This is an optimization exercise on Yosys and OpenROAD, whose aim is small area, a short achievable clock period and few clock cycles per item, not a production implementation. RTL that was checked went through simulation tests only; none was proved equivalent to the original.

## before
==> flow/design.v (excerpt) <==
module dotproduct (
    input  logic         clk_i,
    input  logic         rst_ni,
    input  logic         start_i,
    input  logic [7:0]   nnz_i,
    input  logic [31:0]  a0_i, a1_i, a2_i, a3_i, a4_i,
                         a5_i, a6_i, a7_i, a8_i, a9_i,
    input  logic [31:0]  b0_i, b1_i, b2_i, b3_i, b4_i,
                         b5_i, b6_i, b7_i, b8_i, b9_i,
    input  logic [31:0]  c_i,
    output logic [63:0]  result_o,
    output logic         busy_o,
    output logic         result_valid_o,
    output logic [31:0]  cycle_count_o
);
Size: about 3800 cells after synthesis, roughly 160 flip-flops, about 780 I/O pins, ~27000 sq um of cells after synthesis.
Settings: LEC_CHECK=0, ABC_AREA=1, CAP_MARGIN=50, CORE_MARGIN=2, CORE_UTILIZATION=40, SLEW_MARGIN=60; clock period 15.0 ns.
standard.sh (not shown) runs the stock make flow with config.mk's settings and CLKGATE_MAP_FILE= SYNTH_SCRIPT=/design/flow/synth_recipe.tcl, a recipe that flattens the netlist after the stock synthesis.
==> flow/flow/run.sh <==
#!/bin/bash
set -o pipefail
export BUFFER_PORTS_ARGS="-buffer_cell sky130_fd_sc_hd__buf_1"
bash standard.sh SYNTH_ARGS=-noabc SETUP_SLACK_MARGIN=9.25 finish > standard.log 2>&1
Relative to before, the following input files were edited for after:
--- a/flow/design.v
+++ b/flow/design.v
@@ -1524,23 +1524,23 @@
     assign fc706 = (acc[59] & ms519) | (acc[59] & mc582) | (ms519 & mc582);
     assign fs707 = acc[60] ^ ms520 ^ mc583;
     assign fc708 = (acc[60] & ms520) | (acc[60] & mc583) | (ms520 & mc583);
     assign fs709 = acc[61] ^ ms521 ^ mc584;
     assign fc710 = (acc[61] & ms521) | (acc[61] & mc584) | (ms521 & mc584);
     assign fs711 = acc[62] ^ ms522 ^ mc585;
     assign fc712 = (acc[62] & ms522) | (acc[62] & mc585) | (ms522 & mc585);
     assign fs713 = acc[63] ^ ms523 ^ mc586;
     assign fc714 = (acc[63] & ms523) | (acc[63] & mc586) | (ms523 & mc586);
     assign fsum = {fs713, fs711, fs709, fs707, fs705, fs703, fs701, fs699, fs697, fs695, fs693, fs691, fs689, fs687, fs685, fs683, fs681, fs679, fs677, fs675, fs673, fs671, fs669, fs667, fs665, fs663, fs661, fs659, fs657, fs655, fs653, fs651, fs649, fs647, fs645, fs643, fs641, fs639, fs637, fs635, fs633, fs631, fs629, fs627, fs625, fs623, fs621, fs619, fs617, fs615, fs613, fs611, fs609, fs607, fs605, fs603, fs601, fs599, fs597, fs595, fs593, fs591, fs589, fs587};
     assign fcar = {fc712, fc710, fc708, fc706, fc704, fc702, fc700, fc698, fc696, fc694, fc692, fc690, fc688, fc686, fc684, fc682, fc680, fc678, fc676, fc674, fc672, fc670, fc668, fc666, fc664, fc662, fc660, fc658, fc656, fc654, fc652, fc650, fc648, fc646, fc644, fc642, fc640, fc638, fc636, fc634, fc632, fc630, fc628, fc626, fc624, fc622, fc620, fc618, fc616, fc614, fc612, fc610, fc608, fc606, fc604, fc602, fc600, fc598, fc596, fc594, fc592, fc590, fc588, mc524};
-    localparam int BW = 4;
+    localparam int BW = 32;
     localparam int NB = 64 / BW;
     logic [NB-2:0] bc;
     logic [63:0]   bcw;
     logic [63:0]   acc_next;
     logic [NB-2:0] bc_next;
     always_comb begin
         bcw = 64'd0;
         for (int k = 1; k < NB; k++) bcw[k*BW] = bc[k-1];
     end
     assign {bc_next[0], acc_next[BW-1:0]} = {1'b0, fsum[BW-1:0]} + {1'b0, fcar[BW-1:0]};
     for (genvar k = 1; k < NB; k++) begin : g_blk
==> results.txt <==
- Area: after vs before -> after larger
- Re number of global-route vias before repair: before was higher than after.
- Per the comparison of after with before, number of buffers added for setup after CTS higher, non-clock buffer instance count of the final layout higher, part of the cycle the worst path needs higher, routed wire length lower.
- after vs. before: global-route wire length before repair went down; combined global-route utilization of all metal layers went down.
No functional check of the RTL was part of any run of this note.

========
## run 1
dotproduct, a different RTL version from the one above (not shown whole).
For scale: roughly 3800 cells after synthesis, about 160 flip-flops, about 780 I/O pins.
export LEC_CHECK = 0
export ABC_AREA = 1
export CAP_MARGIN = 20
export CORE_MARGIN = 2
export CORE_UTILIZATION = 40
export SLEW_MARGIN = 20
create_clock -name core_clock -period 15.0 [get_ports {clk_i}]
==> flow/flow/run.sh <==
#!/bin/bash
set -o pipefail
export BUFFER_PORTS_ARGS="-buffer_cell sky130_fd_sc_hd__buf_1"
bash standard.sh SETUP_SLACK_MARGIN=8.5 finish > standard.log 2>&1
Input changes introduced in run 2 (baseline for comparison: run 1):
--- a/flow/design.v
+++ b/flow/design.v
@@ -12,78 +12,79 @@
     output logic         busy_o,
     output logic         result_valid_o,
     output logic [31:0]  cycle_count_o
 );
     logic        fvalid;      
     logic        fetching;    
     logic        flast;       
     logic        valid_q;
     logic [3:0]  cnt_q;       
     logic [9:0]  sel;         
-    logic        pend;        
-    logic        plast;       
-    logic [16:0] P;           
+    logic        ch;          
     logic [31:0] M;           
     logic [7:0]  bneg, bone, btwo;    
     logic        sh;          
     logic [63:0] acc;
     wire start_ok = start_i & ~fvalid;
-    wire issue0   = start_ok | (fetching & ~pend);    
-    wire go       = issue0 | pend;                     
+    wire go       = start_ok | fetching;
     logic [31:0] A, B;
     always_comb begin
         A = ({32{sel[0]}} & a0_i) | ({32{sel[1]}} & a1_i) | ({32{sel[2]}} & a2_i) |
             ({32{sel[3]}} & a3_i) | ({32{sel[4]}} & a4_i) | ({32{sel[5]}} & a5_i) |
             ({32{sel[6]}} & a6_i) | ({32{sel[7]}} & a7_i) | ({32{sel[8]}} & a8_i) |
             ({32{sel[9]}} & a9_i);
         B = ({32{sel[0]}} & b0_i) | ({32{sel[1]}} & b1_i) | ({32{sel[2]}} & b2_i) |
             ({32{sel[3]}} & b3_i) | ({32{sel[4]}} & b4_i) | ({32{sel[5]}} & b5_i) |
             ({32{sel[6]}} & b6_i) | ({32{sel[7]}} & b7_i) | ({32{sel[8]}} & b8_i) |
             ({32{sel[9]}} & b9_i);
     end
     logic [9:0] lastsel;
     always_comb begin
         for (int k = 0; k < 10; k++) lastsel[k] = (nnz_i == 8'(k + 1));
     end
     wire nA = (A[31:15] == {17{A[31]}});    
     wire nB = (B[31:15] == {17{B[31]}});
     wire two  = ~nA & ~nB;
-    wire [31:0] X  = pend ? M : (nB ? A : B);
-    wire [16:0] Qn = pend ? P : (nB ? {B[15:0], 1'b0} : {A[15:0], 1'b0});
+    wire [31:0] X  = nB ? A : B;
+    wire [16:0] Qn = ch ? A[31:15] : (nB ? {B[15:0], 1'b0} : {A[15:0], 1'b0});
+    wire last_chunk = ~two | ch;
     wire last_elem  = |(sel & lastsel);
+    wire last_job   = last_chunk & last_elem;
     always_ff @(posedge clk_i) begin
         M     <= X;
-        P     <= A[31:15];
-        plast <= last_elem;
         for (int i = 0; i < 8; i++) begin
             bneg[i] <= go & Qn[2*i+2];
             bone[i] <= go & (Qn[2*i] ^ Qn[2*i+1]);
             btwo[i] <= go & ((Qn[2*i+2] & ~Qn[2*i+1] & ~Qn[2*i]) |
                              (~Qn[2*i+2] & Qn[2*i+1] & Qn[2*i]));
         end
-        sh    <= pend;
-        flast <= pend ? plast : (last_elem & ~two);
+        sh    <= ch;
+        flast <= last_job;
     end
     always_ff @(posedge clk_i or negedge rst_ni) begin
         if (!rst_ni) begin
             fvalid   <= 1'b0;
             fetching <= 1'b0;
-            pend     <= 1'b0;
             valid_q  <= 1'b0;
             cnt_q    <= 4'd0;
             sel      <= 10'd1;
+            ch       <= 1'b0;
         end else begin
             fvalid   <= go;
-            pend     <= issue0 & two;
-            if (issue0) begin
-                fetching <= ~last_elem;
-                sel      <= last_elem ? 10'd1 : {sel[8:0], 1'b0};
+            fetching <= go & ~last_job;
+            if (go) begin
+                if (last_chunk) begin
+                    ch  <= 1'b0;
+                    sel <= last_elem ? 10'd1 : {sel[8:0], 1'b0};
+                end else begin
+                    ch  <= 1'b1;
+                end
             end
             if (start_ok) begin
                 valid_q <= 1'b0;
                 cnt_q   <= nnz_i[3:0];
             end else if (fvalid & flast) begin
                 valid_q <= 1'b1;
             end
         end
     end
     wire [33:0] Xe  = {M[31], M[31], M};
@@ -1524,21 +1525,21 @@
     assign fs707 = acc[60] ^ ms520 ^ mc583;
     assign fc708 = (acc[60] & ms520) | (acc[60] & mc583) | (ms520 & mc583);
     assign fs709 = acc[61] ^ ms521 ^ mc584;
     assign fc710 = (acc[61] & ms521) | (acc[61] & mc584) | (ms521 & mc584);
     assign fs711 = acc[62] ^ ms522 ^ mc585;
     assign fc712 = (acc[62] & ms522) | (acc[62] & mc585) | (ms522 & mc585);
     assign fs713 = acc[63] ^ ms523 ^ mc586;
     assign fc714 = (acc[63] & ms523) | (acc[63] & mc586) | (ms523 & mc586);
     assign fsum = {fs713, fs711, fs709, fs707, fs705, fs703, fs701, fs699, fs697, fs695, fs693, fs691, fs689, fs687, fs685, fs683, fs681, fs679, fs677, fs675, fs673, fs671, fs669, fs667, fs665, fs663, fs661, fs659, fs657, fs655, fs653, fs651, fs649, fs647, fs645, fs643, fs641, fs639, fs637, fs635, fs633, fs631, fs629, fs627, fs625, fs623, fs621, fs619, fs617, fs615, fs613, fs611, fs609, fs607, fs605, fs603, fs601, fs599, fs597, fs595, fs593, fs591, fs589, fs587};
     assign fcar = {fc712, fc710, fc708, fc706, fc704, fc702, fc700, fc698, fc696, fc694, fc692, fc690, fc688, fc686, fc684, fc682, fc680, fc678, fc676, fc674, fc672, fc670, fc668, fc666, fc664, fc662, fc660, fc658, fc656, fc654, fc652, fc650, fc648, fc646, fc644, fc642, fc640, fc638, fc636, fc634, fc632, fc630, fc628, fc626, fc624, fc622, fc620, fc618, fc616, fc614, fc612, fc610, fc608, fc606, fc604, fc602, fc600, fc598, fc596, fc594, fc592, fc590, fc588, mc524};
-    localparam int BW = 16;
+    localparam int BW = 8;
     localparam int NB = 64 / BW;
     logic [NB-2:0] bc;
     logic [63:0]   bcw;
     logic [63:0]   acc_next;
     logic [NB-2:0] bc_next;
     always_comb begin
         bcw = 64'd0;
         for (int k = 1; k < NB; k++) bcw[k*BW] = bc[k-1];
     end
     assign {bc_next[0], acc_next[BW-1:0]} = {1'b0, fsum[BW-1:0]} + {1'b0, fcar[BW-1:0]};
--- outcome ---
- Global-route usage: run 2 > run 1
- Run 2 against run 1: remaining global-route overflow barely changed; routed wire length climbed about 6%.
- Diff run 1 -> run 2 | count of flip-flops with a built-in enable after synthesis | decrease of 32
- Against run 1 as the reference, run 2 delivers a higher count of vias placed by the detailed router.
- Sort run 2 and run 1 by critical path depth, descending, and run 1 comes first.
Testbench counts of run 2, summed over its fixed seeds: cycles 18,851, items 2,400.
Function not checked in run 1: the RTL went through the layout flow alone.

========
## rev 12
dotproduct, a different RTL version from the one above (not shown whole).
For scale: ~3,700 cells after synthesis, about 140 flip-flops, roughly 780 I/O pins, ~0.026 sq mm of cells after synthesis.
export LEC_CHECK = 0
export ABC_AREA = 1
export CAP_MARGIN = 50
export CORE_MARGIN = 2
export CORE_UTILIZATION = 40
export SLEW_MARGIN = 60
create_clock -name core_clock -period 15.0 [get_ports {clk_i}]
==> flow/flow/run.sh <==
#!/bin/bash
set -o pipefail
export BUFFER_PORTS_ARGS="-buffer_cell sky130_fd_sc_hd__buf_1"
bash standard.sh SYNTH_ARGS=-noabc SETUP_SLACK_MARGIN=9.25 finish > standard.log 2>&1
Testbench counts of rev 12, summed over its fixed seeds: cycles 18,851, items 2,400.
What rev 13 does differently from rev 12 at the input level:
--- a/flow/design.v
+++ b/flow/design.v
@@ -1529,13 +1529,13 @@
     assign fs711 = acc[62] ^ ms522 ^ mc585;
     assign fc712 = (acc[62] & ms522) | (acc[62] & mc585) | (ms522 & mc585);
     assign fs713 = acc[63] ^ ms523 ^ mc586;
     assign fc714 = (acc[63] & ms523) | (acc[63] & mc586) | (ms523 & mc586);
     assign fsum = {fs713, fs711, fs709, fs707, fs705, fs703, fs701, fs699, fs697, fs695, fs693, fs691, fs689, fs687, fs685, fs683, fs681, fs679, fs677, fs675, fs673, fs671, fs669, fs667, fs665, fs663, fs661, fs659, fs657, fs655, fs653, fs651, fs649, fs647, fs645, fs643, fs641, fs639, fs637, fs635, fs633, fs631, fs629, fs627, fs625, fs623, fs621, fs619, fs617, fs615, fs613, fs611, fs609, fs607, fs605, fs603, fs601, fs599, fs597, fs595, fs593, fs591, fs589, fs587};
     assign fcar = {fc712, fc710, fc708, fc706, fc704, fc702, fc700, fc698, fc696, fc694, fc692, fc690, fc688, fc686, fc684, fc682, fc680, fc678, fc676, fc674, fc672, fc670, fc668, fc666, fc664, fc662, fc660, fc658, fc656, fc654, fc652, fc650, fc648, fc646, fc644, fc642, fc640, fc638, fc636, fc634, fc632, fc630, fc628, fc626, fc624, fc622, fc620, fc618, fc616, fc614, fc612, fc610, fc608, fc606, fc604, fc602, fc600, fc598, fc596, fc594, fc592, fc590, fc588, mc524};
-    localparam int BW = 16;
+    localparam int BW = 8;
     localparam int NB = 64 / BW;
     logic [NB-2:0] bc;
     logic [63:0]   bcw;
     logic [63:0]   acc_next;
     logic [NB-2:0] bc_next;
     always_comb begin
### Flow results
- Compared rev 13 vs rev 12, and placement-stage worst setup slack is up in rev 13.
- Between rev 12 and rev 13, post-route cell area is higher for rev 13, rev 12 comes in under that.
- Rev 13 vs. rev 12: share of the final layout cell area in sequential cells shows an increase of 0.23 points; post-route worst setup slack moved down; DRC violation total after the first TritonRoute iteration went up by 10%; initial antenna violation count increased 5.
- Rev 13 vs rev 12: via count of the first global-routing pass down slightly
- Rev 13 against rev 12: clock buffer instance count of the final layout picked up an extra 1; area of the die has increased.
- Status | rev 12 and rev 13 | clean
Testbench counts of rev 13, summed over its fixed seeds: cycles 18,851, items 2,400.

========
oak:
dotproduct with an RTL version that a note above also has.
Size in the first run: about 4100 cells after synthesis, roughly 160 flip-flops, roughly 0.027 mm^2 of cells after synthesis.
==> flow/config.mk <==
export PLATFORM = sky130hd
export DESIGN_NAME = dotproduct
export DESIGN_NICKNAME = dotproduct
export VERILOG_FILES = /design/flow/design.v
export SDC_FILE = /design/flow/constraint.sdc
export NUM_CORES = 4
export LEC_CHECK = 0
export ABC_AREA = 1
export CAP_MARGIN = 20
export CORE_MARGIN = 2
export CORE_UTILIZATION = 40
export CTS_BUF_LIST = sky130_fd_sc_hd__clkbuf_4 sky130_fd_sc_hd__clkbuf_8
export SLEW_MARGIN = 20
==> flow/constraint.sdc <==
create_clock -name core_clock -period 15.0 [get_ports {clk_i}]
set_input_delay 3.0000 -clock core_clock [delete_from_list [all_inputs] [get_ports {clk_i}]]
set_output_delay 3.0000 -clock core_clock [all_outputs]
set_load 0.01 [all_outputs]
==> flow/flow/run.sh <==
#!/bin/bash
set -o pipefail
export BUFFER_PORTS_ARGS="-buffer_cell sky130_fd_sc_hd__buf_1"
bash standard.sh SETUP_SLACK_MARGIN=9.0 finish > standard.log 2>&1
--- input diff oak..pine ---
diff --git a/flow/design.v b/flow/design.v
--- a/flow/design.v
+++ b/flow/design.v
@@ -1523,25 +1523,25 @@
     assign fs705 = acc[59] ^ ms519 ^ mc582;
     assign fc706 = (acc[59] & ms519) | (acc[59] & mc582) | (ms519 & mc582);
     assign fs707 = acc[60] ^ ms520 ^ mc583;
     assign fc708 = (acc[60] & ms520) | (acc[60] & mc583) | (ms520 & mc583);
     assign fs709 = acc[61] ^ ms521 ^ mc584;
     assign fc710 = (acc[61] & ms521) | (acc[61] & mc584) | (ms521 & mc584);
     assign fs711 = acc[62] ^ ms522 ^ mc585;
     assign fc712 = (acc[62] & ms522) | (acc[62] & mc585) | (ms522 & mc585);
     assign fs713 = acc[63] ^ ms523 ^ mc586;
     assign fc714 = (acc[63] & ms523) | (acc[63] & mc586) | (ms523 & mc586);
     assign fsum = {fs713, fs711, fs709, fs707, fs705, fs703, fs701, fs699, fs697, fs695, fs693, fs691, fs689, fs687, fs685, fs683, fs681, fs679, fs677, fs675, fs673, fs671, fs669, fs667, fs665, fs663, fs661, fs659, fs657, fs655, fs653, fs651, fs649, fs647, fs645, fs643, fs641, fs639, fs637, fs635, fs633, fs631, fs629, fs627, fs625, fs623, fs621, fs619, fs617, fs615, fs613, fs611, fs609, fs607, fs605, fs603, fs601, fs599, fs597, fs595, fs593, fs591, fs589, fs587};
     assign fcar = {fc712, fc710, fc708, fc706, fc704, fc702, fc700, fc698, fc696, fc694, fc692, fc690, fc688, fc686, fc684, fc682, fc680, fc678, fc676, fc674, fc672, fc670, fc668, fc666, fc664, fc662, fc660, fc658, fc656, fc654, fc652, fc650, fc648, fc646, fc644, fc642, fc640, fc638, fc636, fc634, fc632, fc630, fc628, fc626, fc624, fc622, fc620, fc618, fc616, fc614, fc612, fc610, fc608, fc606, fc604, fc602, fc600, fc598, fc596, fc594, fc592, fc590, fc588, mc524};
-    localparam int BW = 4;
+    localparam int BW = 8;
     localparam int NB = 64 / BW;
     logic [NB-2:0] bc;
     logic [63:0]   bcw;
     logic [63:0]   acc_next;
     logic [NB-2:0] bc_next;
     always_comb begin
         bcw = 64'd0;
         for (int k = 1; k < NB; k++) bcw[k*BW] = bc[k-1];
     end
     assign {bc_next[0], acc_next[BW-1:0]} = {1'b0, fsum[BW-1:0]} + {1'b0, fcar[BW-1:0]};
     for (genvar k = 1; k < NB; k++) begin : g_blk
         wire [BW+1:0] t = {1'b0, fsum[k*BW +: BW], 1'b1} + {1'b0, fcar[k*BW +: BW], bc[k-1]};
[summary]
- Worst hold slack: pine and oak compared, lower one is oak
- Overall via count from detail_route (pine over oak): decrease, 427
- In the tables for pine and oak, cell count reads higher with oak.
- Between pine and oak, the clock transition at the registers of the reported paths does not differ in any meaningful way.
- pine vs oak, end-of-flow core utilization went up by 1.4 points.
- Between pine and oak, the overall routing resource usage figures differ only marginally.
- A cell type of the slowest stage on the worst timing path of sky130_fd_sc_hd__ha_1 is what oak shows, while sky130_fd_sc_hd__dfxtp_2 belongs to pine.
- When pine is set beside oak, its fraction of the yosys area taken by sequential cells turns out to be 0.30 points smaller.
- oak → pine: number of flip-flops and latches has decreased, design area went down, worst setup slack after layout +52 ps.
Testbench counts of pine, summed over its fixed seeds: cycles 18,851, items 2,400.
Only the layout flow was run in oak; the RTL was not checked for function there.

-- what the ideal ports hide --
No port has a modelled driver above. Below, the same layouts with a new extraction and two added sets of constraints. Step 1: set_driving_cell puts a clkbuf_16 on clk_i and a buf_2 on each other input, an assumption about the parent block. Step 2, shift: input delay + t, output delay - t, t = (earliest + latest rising clock arrival at the registers) / 2. This alone moves slack from input paths to output paths. Slacks: ideal / step 1 / step 2; pairs: ideal / step 1.
run	t (ns)	setup WS [ns]	hold WS [ns]	worst register clock-pin slew, ns	worst data-port slew with drivers (ns)
before	0.532	9.302 / 9.243 / 9.356	0.494 / 0.494 / 0.494	0.08 / 0.08	0.24
after	0.567	9.184 / 9.184 / 9.184	0.490 / 0.490 / 0.490	0.08 / 0.08	0.27
run 1	0.559	8.799 / 8.799 / 8.716	0.484 / 0.484 / 0.484	0.09 / 0.09	0.36
run 2	0.542	8.699 / 8.639 / 8.587	0.499 / 0.499 / 0.499	0.07 / 0.07	0.22
rev 12	0.550	9.360 / 9.301 / 9.226	0.488 / 0.488 / 0.488	0.09 / 0.09	0.23
rev 13	0.555	9.341 / 9.279 / 9.262	0.501 / 0.501 / 0.501	0.09 / 0.09	0.22
oak	0.597	9.072 / 9.017 / 8.755	0.498 / 0.498 / 0.498	0.10 / 0.10	0.27
pine	0.597	9.124 / 9.068 / 8.818	0.508 / 0.508 / 0.508	0.10 / 0.10	0.23
After both steps setup and hold are still met in every run listed. The setup slack of oak, which loses most, moves by -0.055 ns with the drivers and by -0.317 ns with both steps.
